Context: an optimization exercise on an open-source flow, tuned for small area and a short achievable clock period. The choices shown serve that exercise and are no tape-out recipe. The RTL was checked by simulation tests, not by an equivalence proof against the original design. No activity file was given, so power comes from the tool's default toggle rates.

Design output_timing, start of the top module:
module output_timing#(
  parameter HFP_WIDTH=8,
  parameter HSW_WIDTH=4,
  parameter HBP_WIDTH=8,
  parameter HACTIVE_WIDTH=16,
  parameter DATA_WIDTH=8,
  parameter VFP_WIDTH=8,
  parameter VSW_WIDTH=4,
  parameter VBP_WIDTH=8,
  parameter VACTIVE_WIDTH=16
)(
  input                       clk,
  input                       rst_n,
  input                       sync_en,
  input                       hpol_i,
  input [HFP_WIDTH-1:0]       hfp_i,
  input [HSW_WIDTH-1:0]       hsw_i,
  input [HBP_WIDTH-1:0]       hbp_i,
  input [HACTIVE_WIDTH-1:0]   hactive_i,
  input [VFP_WIDTH-1:0]       vfp_i,
  input [VSW_WIDTH-1:0]       vsw_i,
  input [VBP_WIDTH-1:0]       vbp_i,
  input [VACTIVE_WIDTH-1:0]   vactive_i,
  input [DATA_WIDTH-1:0]      datar_i,
  input [DATA_WIDTH-1:0]      datag_i,
  input [DATA_WIDTH-1:0]      datab_i,
  output [DATA_WIDTH-1:0]     datar_o,
  output [DATA_WIDTH-1:0]     datag_o,
  output [DATA_WIDTH-1:0]     datab_o,
  output                      hsync_o,
  output                      vsync_o,
  output                      de_o
);
Size in the first run: roughly 1100 cells after synthesis.
==> flow/config.mk <==
export PLATFORM = sky130hd
export DESIGN_NAME = output_timing
export DESIGN_NICKNAME = output_timing
export VERILOG_FILES = /design/flow/design.v
export SDC_FILE = /design/flow/constraint.sdc
export NUM_CORES = 4
export LEC_CHECK = 0
export ABC_AREA = 1
export CAP_MARGIN = 20
export CORE_MARGIN = 2
export CORE_UTILIZATION = 65
export SLEW_MARGIN = 20
==> flow/constraint.sdc <==
create_clock -name core_clock -period 8.0 [get_ports {clk}]
set_input_delay 1.6000 -clock core_clock [delete_from_list [all_inputs] [get_ports {clk}]]
set_output_delay 1.6000 -clock core_clock [all_outputs]
set_load 0.01 [all_outputs]
standard.sh (not shown) runs the stock make flow with config.mk's settings and CLKGATE_MAP_FILE= SYNTH_SCRIPT=/design/flow/synth_recipe.tcl, a recipe that flattens the netlist after the stock synthesis.
==> flow/flow/run.sh <==
#!/bin/bash
# Standard ORFS layout, with plain buf_1 cells as the port buffers instead of
# the default delay-buffer cells, and timing repair aiming at 5.0 ns of setup
# slack.  Each tool's log is under orfs/logs/; make's output is in flow_make.log.
set -euo pipefail
bash standard.sh "BUFFER_PORTS_ARGS=-buffer_cell sky130_fd_sc_hd__buf_1" SETUP_SLACK_MARGIN=5.0 finish > flow_make.log 2>&1
The baseline ran to the end with no violations.
Next try:
==> flow/flow/run.sh (replaced) <==
#!/bin/bash
# Standard ORFS layout, with plain buf_2 cells as the port buffers instead of
# the default delay-buffer cells, and timing repair aiming at 4.8 ns of setup
# slack.  Each tool's log is under orfs/logs/; make's output is in flow_make.log.
set -euo pipefail
bash standard.sh "BUFFER_PORTS_ARGS=-buffer_cell sky130_fd_sc_hd__buf_2" SETUP_SLACK_MARGIN=4.8 finish > flow_make.log 2>&1
Settings changed: ABC_AREA 1 to not set, CORE_UTILIZATION 65 to 60.
Result: The changed run produced a clean layout. Die area is lower by 6.1%. Core utilization is lower by 4.1 points. Via count is lower by 23%. Final cell count is lower by 29%. Total power is lower by 1.8%. First-iteration DRC count is lower by 34%. Critical path depth is unchanged. Maximum frequency is lower by 2.3%. Synthesized area is lower by 14%.
Next try:
==> flow/flow/run.sh (replaced) <==
#!/bin/bash
# Standard ORFS layout, with plain buf_1 cells as the port buffers instead of
# the default delay-buffer cells, and timing repair aiming at 5.5 ns of setup
# slack.  Each tool's log is under orfs/logs/; make's output is in flow_make.log.
set -euo pipefail
bash standard.sh "BUFFER_PORTS_ARGS=-buffer_cell sky130_fd_sc_hd__buf_1" SETUP_SLACK_MARGIN=5.5 finish > flow_make.log 2>&1
Settings changed: CORE_UTILIZATION 60 to 65.
Effect: The changed run passed the timing, design-rule and antenna checks; final cell count increases by 2.0%; global-route usage increases by 8.2 points; sequential cell count does not change; core utilization increases by 14 points.
Next try:
==> flow/flow/run.sh (replaced) <==
#!/bin/bash
# Standard ORFS layout, with plain buf_1 cells as the port buffers instead of
# the default delay-buffer cells, and timing repair aiming at 5.0 ns of setup
# slack.  Each tool's log is under orfs/logs/; make's output is in flow_make.log.
set -euo pipefail
bash standard.sh "BUFFER_PORTS_ARGS=-buffer_cell sky130_fd_sc_hd__buf_1" SETUP_SLACK_MARGIN=5.0 finish > flow_make.log 2>&1
Settings changed: GPL_ROUTABILITY_DRIVEN set to 0.
=> Routed wire length shrinks by 22%. Power drops by 6.1%. Sequential power hardly moves. Sequential share of layout area grows by 2.7 points. Cell count shrinks by about 2.6%. Global-route usage goes down by 4.9 points. Setup slack degrades by 22 ps. Flip-flop and latch count is unchanged. Register-to-register slack is worse by 260 ps.

* * *

== oak ==
output_timing again, from the RTL that the note above started with.
clock: 8.0 ns
lec_check: 0
cap_margin: 20
core_margin: 2
core_utilization: 60
slew_margin: 20
==> flow/flow/run.sh <==
#!/bin/bash
# Standard ORFS layout, with plain buf_1 cells as the port buffers instead of
# the default delay-buffer cells, and timing repair aiming at 5.2 ns of setup
# slack.  Each tool's log is under orfs/logs/; make's output is in flow_make.log.
set -euo pipefail
bash standard.sh "BUFFER_PORTS_ARGS=-buffer_cell sky130_fd_sc_hd__buf_1" SETUP_SLACK_MARGIN=5.2 finish > flow_make.log 2>&1
What pine does differently from oak at the input level:
Settings: changing CORE_UTILIZATION from 60 to 65.
--- outcome ---
From oak to pine the numbers moved as follows: initial antenna violation count barely changed, worst-case register-to-register setup slack dropped 80 ps, via count climbed 39, clock net sink count barely changed, maximum clock frequency barely changed. pine: overall power lower than oak. The number of buffers outside the clock class in the layout in pine sits 8 below the value recorded for oak.

* * *

Starting RTL as in the previous note.
Design output_timing, start of the top module:
module output_timing#(
  parameter HFP_WIDTH=8,
  parameter HSW_WIDTH=4,
  parameter HBP_WIDTH=8,
  parameter HACTIVE_WIDTH=16,
  parameter DATA_WIDTH=8,
  parameter VFP_WIDTH=8,
  parameter VSW_WIDTH=4,
  parameter VBP_WIDTH=8,
  parameter VACTIVE_WIDTH=16
)(
  input                       clk,
  input                       rst_n,
  input                       sync_en,
  input                       hpol_i,
  input [HFP_WIDTH-1:0]       hfp_i,
  input [HSW_WIDTH-1:0]       hsw_i,
  input [HBP_WIDTH-1:0]       hbp_i,
  input [HACTIVE_WIDTH-1:0]   hactive_i,
  input [VFP_WIDTH-1:0]       vfp_i,
  input [VSW_WIDTH-1:0]       vsw_i,
  input [VBP_WIDTH-1:0]       vbp_i,
  input [VACTIVE_WIDTH-1:0]   vactive_i,
  input [DATA_WIDTH-1:0]      datar_i,
  input [DATA_WIDTH-1:0]      datag_i,
  input [DATA_WIDTH-1:0]      datab_i,
  output [DATA_WIDTH-1:0]     datar_o,
  output [DATA_WIDTH-1:0]     datag_o,
  output [DATA_WIDTH-1:0]     datab_o,
  output                      hsync_o,
  output                      vsync_o,
  output                      de_o
);
Settings: LEC_CHECK=0, CAP_MARGIN=20, CORE_MARGIN=2, CORE_UTILIZATION=60, SLEW_MARGIN=20; clock period 8.0 ns.
==> flow/flow/run.sh <==
#!/bin/bash
# Standard ORFS layout, with plain buf_1 cells as the port buffers instead of
# the default delay-buffer cells, and timing repair aiming at 5.1 ns of setup
# slack.  Each tool's log is under orfs/logs/; make's output is in flow_make.log.
set -euo pipefail
bash standard.sh "BUFFER_PORTS_ARGS=-buffer_cell sky130_fd_sc_hd__buf_1" SETUP_SLACK_MARGIN=5.1 finish > flow_make.log 2>&1
Then changed:
==> flow/flow/run.sh (replaced) <==
#!/bin/bash
# Standard ORFS layout, with plain buf_2 cells as the port buffers instead of
# the default delay-buffer cells, and timing repair aiming at 5.2 ns of setup
# slack.  Each tool's log is under orfs/logs/; make's output is in flow_make.log.
set -euo pipefail
bash standard.sh "BUFFER_PORTS_ARGS=-buffer_cell sky130_fd_sc_hd__buf_2" SETUP_SLACK_MARGIN=5.2 finish > flow_make.log 2>&1
Settings changed: CORE_UTILIZATION 60 to 40.
What happened: Non-clock buffer count grows by 5. Register-to-register slack is better by 0.09 ns. Fmax increases by about 0.3%. Worst setup slack gets better by 0.0089 ns. Total power came out higher by 12%. Cell area increases by about 7%. Sequential power barely changes. Via count came out lower by about 1.1%. Synthesized cell count is unchanged.

* * *

Starting RTL as in the previous note.
clock: 8.0 ns
lec_check: 0
cap_margin: 20
core_margin: 2
core_utilization: 60
gpl_timing_driven: 0
slew_margin: 20
==> flow/flow/run.sh <==
#!/bin/bash
# Standard ORFS layout, with plain buf_2 cells as the port buffers instead of
# the default delay-buffer cells, and timing repair aiming at 5.0 ns of setup
# slack.  Each tool's log is under orfs/logs/; make's output is in flow_make.log.
set -euo pipefail
bash standard.sh "BUFFER_PORTS_ARGS=-buffer_cell sky130_fd_sc_hd__buf_2" SETUP_SLACK_MARGIN=5.0 finish > flow_make.log 2>&1
Then changed:
==> flow/flow/run.sh (replaced) <==
#!/bin/bash
# Standard ORFS layout, with plain buf_1 cells as the port buffers instead of
# the default delay-buffer cells, and timing repair aiming at 5.3 ns of setup
# slack.  Each tool's log is under orfs/logs/; make's output is in flow_make.log.
set -euo pipefail
bash standard.sh "BUFFER_PORTS_ARGS=-buffer_cell sky130_fd_sc_hd__buf_1" SETUP_SLACK_MARGIN=5.3 finish > flow_make.log 2>&1
Settings changed: ABC_AREA set to 1, CORE_UTILIZATION 60 to 65, GPL_TIMING_DRIVEN 0 to not set.
Maximum frequency came out higher slightly.
Clock power came out higher slightly.
Non-clock buffer count came out lower by 11.
Global-route usage came out higher by 3.3 points.
Cell area came out higher by roughly a tenth.
First-iteration DRC count came out higher by well over a third.
Worst setup slack improves by 0.024 ns.

* * *

output_timing again, from the RTL that the note above started with.
==> flow/config.mk <==
export PLATFORM = sky130hd
export DESIGN_NAME = output_timing
export DESIGN_NICKNAME = output_timing
export VERILOG_FILES = /design/flow/design.v
export SDC_FILE = /design/flow/constraint.sdc
export NUM_CORES = 4
export LEC_CHECK = 0
export CAP_MARGIN = 20
export CORE_MARGIN = 2
export CORE_UTILIZATION = 65
export CTS_CLUSTER_SIZE = 30
export SLEW_MARGIN = 20
==> flow/constraint.sdc <==
create_clock -name core_clock -period 8.0 [get_ports {clk}]
set_input_delay 1.6000 -clock core_clock [delete_from_list [all_inputs] [get_ports {clk}]]
set_output_delay 1.6000 -clock core_clock [all_outputs]
set_load 0.01 [all_outputs]
==> flow/flow/run.sh <==
#!/bin/bash
# Standard ORFS layout, with plain buf_1 cells as the port buffers instead of
# the default delay-buffer cells, and timing repair aiming at 5.0 ns of setup
# slack.  Each tool's log is under orfs/logs/; make's output is in flow_make.log.
set -euo pipefail
bash standard.sh "BUFFER_PORTS_ARGS=-buffer_cell sky130_fd_sc_hd__buf_1" SETUP_SLACK_MARGIN=5.0 finish > flow_make.log 2>&1
Rerun with:
==> flow/flow/run.sh (replaced) <==
#!/bin/bash
# Standard ORFS layout, with plain buf_2 cells as the port buffers instead of
# the default delay-buffer cells, and timing repair aiming at 5.4 ns of setup
# slack.  Each tool's log is under orfs/logs/; make's output is in flow_make.log.
set -euo pipefail
bash standard.sh "BUFFER_PORTS_ARGS=-buffer_cell sky130_fd_sc_hd__buf_2" SETUP_SLACK_MARGIN=5.4 finish > flow_make.log 2>&1
- CORE_UTILIZATION: 65 -> 60
- CTS_CLUSTER_SIZE: 30 -> default
Effect: Count of clock-buffer cells in the layout rose by 1. Clock power fell by about 2%. Global-route usage rose by 0.17 points.
Rerun with:
==> flow/flow/run.sh (replaced) <==
#!/bin/bash
# Standard ORFS layout, with plain buf_2 cells as the port buffers instead of
# the default delay-buffer cells, and timing repair aiming at 5.0 ns of setup
# slack.  Each tool's log is under orfs/logs/; make's output is in flow_make.log.
set -euo pipefail
bash standard.sh "BUFFER_PORTS_ARGS=-buffer_cell sky130_fd_sc_hd__buf_2" SETUP_SLACK_MARGIN=5.0 finish > flow_make.log 2>&1
- CORE_UTILIZATION: 60 -> 55
What happened: Global-route usage went down by 2.6 points. Sequential share of layout area went up by 1.3 points. Power went up by a few percent. Setup slack degrades by 0.036 ns. Die area went up by a little under a tenth. Via count went down by a few percent.
Rerun with:
==> flow/flow/run.sh (replaced) <==
#!/bin/bash
# Standard ORFS layout, with plain buf_1 cells as the port buffers instead of
# the default delay-buffer cells, and timing repair aiming at 5.0 ns of setup
# slack.  Each tool's log is under orfs/logs/; make's output is in flow_make.log.
set -euo pipefail
bash standard.sh "BUFFER_PORTS_ARGS=-buffer_cell sky130_fd_sc_hd__buf_1" SETUP_SLACK_MARGIN=5.0 finish > flow_make.log 2>&1
- CORE_UTILIZATION: 55 -> 65
- TNS_END_PERCENT: default -> 50
=> The changed run completed without violations. Critical path depth is lower by 1. Cell count shrinks slightly. Cell area drops by a few percent. Setup slack loses 0.037 ns. Register-to-register slack improves by 0.03 ns. Clock-buffer cell count came out lower by 1. Total power falls by roughly a tenth. Wire length is lower by a few percent. Hold slack loses 0.013 ns. Maximum frequency went down slightly. Die area fell by about a fifth.

* * *

## P
output_timing, a different RTL version from the one above (not shown whole).
Size in the first run: about 110 flip-flops, ~130 I/O pins.
==> flow/config.mk <==
export PLATFORM = sky130hd
export DESIGN_NAME = output_timing
export DESIGN_NICKNAME = output_timing
export VERILOG_FILES = /design/flow/design.v
export SDC_FILE = /design/flow/constraint.sdc
export NUM_CORES = 4
export LEC_CHECK = 0
export CAP_MARGIN = 20
export CORE_MARGIN = 2
export CORE_UTILIZATION = 40
export SLEW_MARGIN = 20
==> flow/constraint.sdc <==
create_clock -name core_clock -period 8.0 [get_ports {clk}]
set_input_delay 1.6000 -clock core_clock [delete_from_list [all_inputs] [get_ports {clk}]]
set_output_delay 1.6000 -clock core_clock [all_outputs]
set_load 0.01 [all_outputs]
run.sh (not shown) runs the stock make flow with config.mk's settings and CLKGATE_MAP_FILE= SYNTH_SCRIPT=/design/flow/synth_recipe.tcl, a recipe that flattens the netlist after the stock synthesis.
Stock flow here: none of the scripts above is used.
diff inputs: P => Q
-- flow/config.mk --
<<< P, line 9
export CORE_MARGIN = 2
export CORE_UTILIZATION = 40
export SLEW_MARGIN = 20
>>> Q, line 9
export CORE_MARGIN = 2
export CORE_UTILIZATION = 40
export SETUP_SLACK_MARGIN = 5
export SLEW_MARGIN = 20
Findings:
Q vs P — fraction of standard cell area in multi-input logic rose 0.37 points.
Lower final-layout worst hold slack among Q and P: Q
The start point of the critical path comes out hfp_i[3] in one run and vfp_i[5] in the other, namely in Q and P respectively.
Delta (Q minus P): worst-case clock skew comparable, number of clock buffer instances in the layout now smaller, clock power share now smaller, number of hold-slack violations in the final timing report comparable, relative area change from synthesis to final layout now larger.
Largest incremental delay on the critical path: P vs Q — no meaningful difference
Compared with P, Q shows a met1 layer usage reported by global route that is 1.0 points higher.
Cmp Q and P / count of plain and timing-repair buffers in the layout / lower: P
Q vs P — post-route standard cell area excluding fillers rose 710 µm².

* * *

## alpha
RTL: one of the versions met above, not the one the previous note started from.
Size: about 710 cells after synthesis, ~110 flip-flops, about 130 I/O pins, roughly 0.0063 mm2 of cells after synthesis.
## output_timing
module output_timing#(
  parameter HFP_WIDTH=8,
  parameter HSW_WIDTH=4,
  parameter HBP_WIDTH=8,
  parameter HACTIVE_WIDTH=16,
  parameter DATA_WIDTH=8,
  parameter VFP_WIDTH=8,
  parameter VSW_WIDTH=4,
  parameter VBP_WIDTH=8,
  parameter VACTIVE_WIDTH=16
)(
  input                       clk,
  input                       rst_n,
  input                       sync_en,
  input                       hpol_i,
  input [HFP_WIDTH-1:0]       hfp_i,
  input [HSW_WIDTH-1:0]       hsw_i,
  input [HBP_WIDTH-1:0]       hbp_i,
  input [HACTIVE_WIDTH-1:0]   hactive_i,
  input [VFP_WIDTH-1:0]       vfp_i,
  input [VSW_WIDTH-1:0]       vsw_i,
  input [VBP_WIDTH-1:0]       vbp_i,
  input [VACTIVE_WIDTH-1:0]   vactive_i,
  input [DATA_WIDTH-1:0]      datar_i,
  input [DATA_WIDTH-1:0]      datag_i,
  input [DATA_WIDTH-1:0]      datab_i,
  output [DATA_WIDTH-1:0]     datar_o,
  output [DATA_WIDTH-1:0]     datag_o,
  output [DATA_WIDTH-1:0]     datab_o,
  output                      hsync_o,
  output                      vsync_o,
  output                      de_o
);
localparam [1:0] FP = 2'd0, SW = 2'd1, BP = 2'd2, POST = 2'd3;
localparam [1:0] PRE = 2'd0, ACT = 2'd1, END = 2'd2, UNR = 2'd3;
  ...
export LEC_CHECK = 0
export CAP_MARGIN = 20
export CORE_MARGIN = 2
export CORE_UTILIZATION = 60
export SLEW_MARGIN = 20
create_clock -name core_clock -period 8.0 [get_ports {clk}]
standard.sh (not shown) runs the stock make flow with config.mk's settings and CLKGATE_MAP_FILE= SYNTH_SCRIPT=/design/flow/synth_recipe.tcl, a recipe that flattens the netlist after the stock synthesis.
==> flow/flow/run.sh <==
#!/bin/bash
# Standard ORFS layout, with plain buf_2 cells as the port buffers instead of
# the default delay-buffer cells, and timing repair aiming at 5.2 ns of setup
# slack.  Each tool's log is under orfs/logs/; make's output is in flow_make.log.
set -euo pipefail
bash standard.sh "BUFFER_PORTS_ARGS=-buffer_cell sky130_fd_sc_hd__buf_2" SETUP_SLACK_MARGIN=5.2 finish > flow_make.log 2>&1
The flow did not stop early for alpha: all stages ran, and the layout cleared the timing, design-rule and antenna checks.
For beta, these inputs were changed with respect to alpha:
- swapping 60 for 65 in CORE_UTILIZATION
- putting PLACE_DENSITY at 0.7 where nothing was set
==> flow/flow/run.sh <==
#!/bin/bash
# Standard ORFS layout, with plain buf_1 cells as the port buffers instead of
# the default delay-buffer cells, and timing repair aiming at 5.0 ns of setup
# slack.  Each tool's log is under orfs/logs/; make's output is in flow_make.log.
set -euo pipefail
bash standard.sh "BUFFER_PORTS_ARGS=-buffer_cell sky130_fd_sc_hd__buf_1" SETUP_SLACK_MARGIN=5.0 finish > flow_make.log 2>&1
==> summary.txt <==
- Compare alpha and beta | length in cells of the worst reg-to-reg path higher: alpha
- Initial standard-cell utilization of the core | beta above alpha
- Compared beta vs alpha, and aggregate global-route resource usage is up in beta.

static timing again, ports no longer ideal:
No port has a modelled driver above. Below, the same layouts with a new extraction and two added sets of constraints.
Step 1 sets driving cells, clkbuf_16 on the clock port and buf_2 on the other inputs (assumed; they add their load-dependent delay and slew).
Step 2, shift: input delay + t, output delay - t, t = (earliest + latest rising clock arrival at the registers) / 2. This alone moves slack from input paths to output paths.
Slacks: no drivers / after step 1 / after step 2; pairs: no drivers / after step 1.
run	shift t [ns]	setup WS [ns]	worst setup path after step 2
the first run of note 1	0.417	4.978 / 4.989 / 4.571	input to register
the second run of note 1	0.413	4.907 / 4.911 / 4.498	input to register
the third run of note 1	0.420	5.049 / 5.027 / 4.607	input to register
the fourth run of note 1	0.411	5.027 / 5.033 / 4.622	input to register
oak	0.415	5.044 / 5.040 / 4.624	input to register
pine	0.413	5.043 / 5.035 / 4.622	input to register
the first run of note 3	0.406	5.045 / 5.039 / 4.633	input to register
the second run of note 3	0.391	5.053 / 5.054 / 4.664	input to register
the first run of note 4	0.398	5.022 / 5.014 / 4.616	input to register
the second run of note 4	0.422	5.046 / 5.040 / 4.618	input to register
the first run of note 5	0.406	5.016 / 5.031 / 4.625	input to register
the second run of note 5	0.409	5.039 / 5.010 / 4.601	input to register
the third run of note 5	0.392	5.003 / 5.022 / 4.630	input to register
the fourth run of note 5	0.402	4.966 / 4.974 / 4.572	input to register
P	0.390	4.010 / 4.018 / 3.628	input to register
Q	0.385	4.602 / 4.606 / 4.221	input to register
alpha	0.398	5.059 / 5.051 / 4.653	input to register
beta	0.406	5.016 / 5.031 / 4.625	input to register
After both steps setup and hold are still met in every run listed. For the third run of note 1, which loses most, drivers alone change the setup slack by -0.022 ns; drivers and shift together by -0.442 ns.
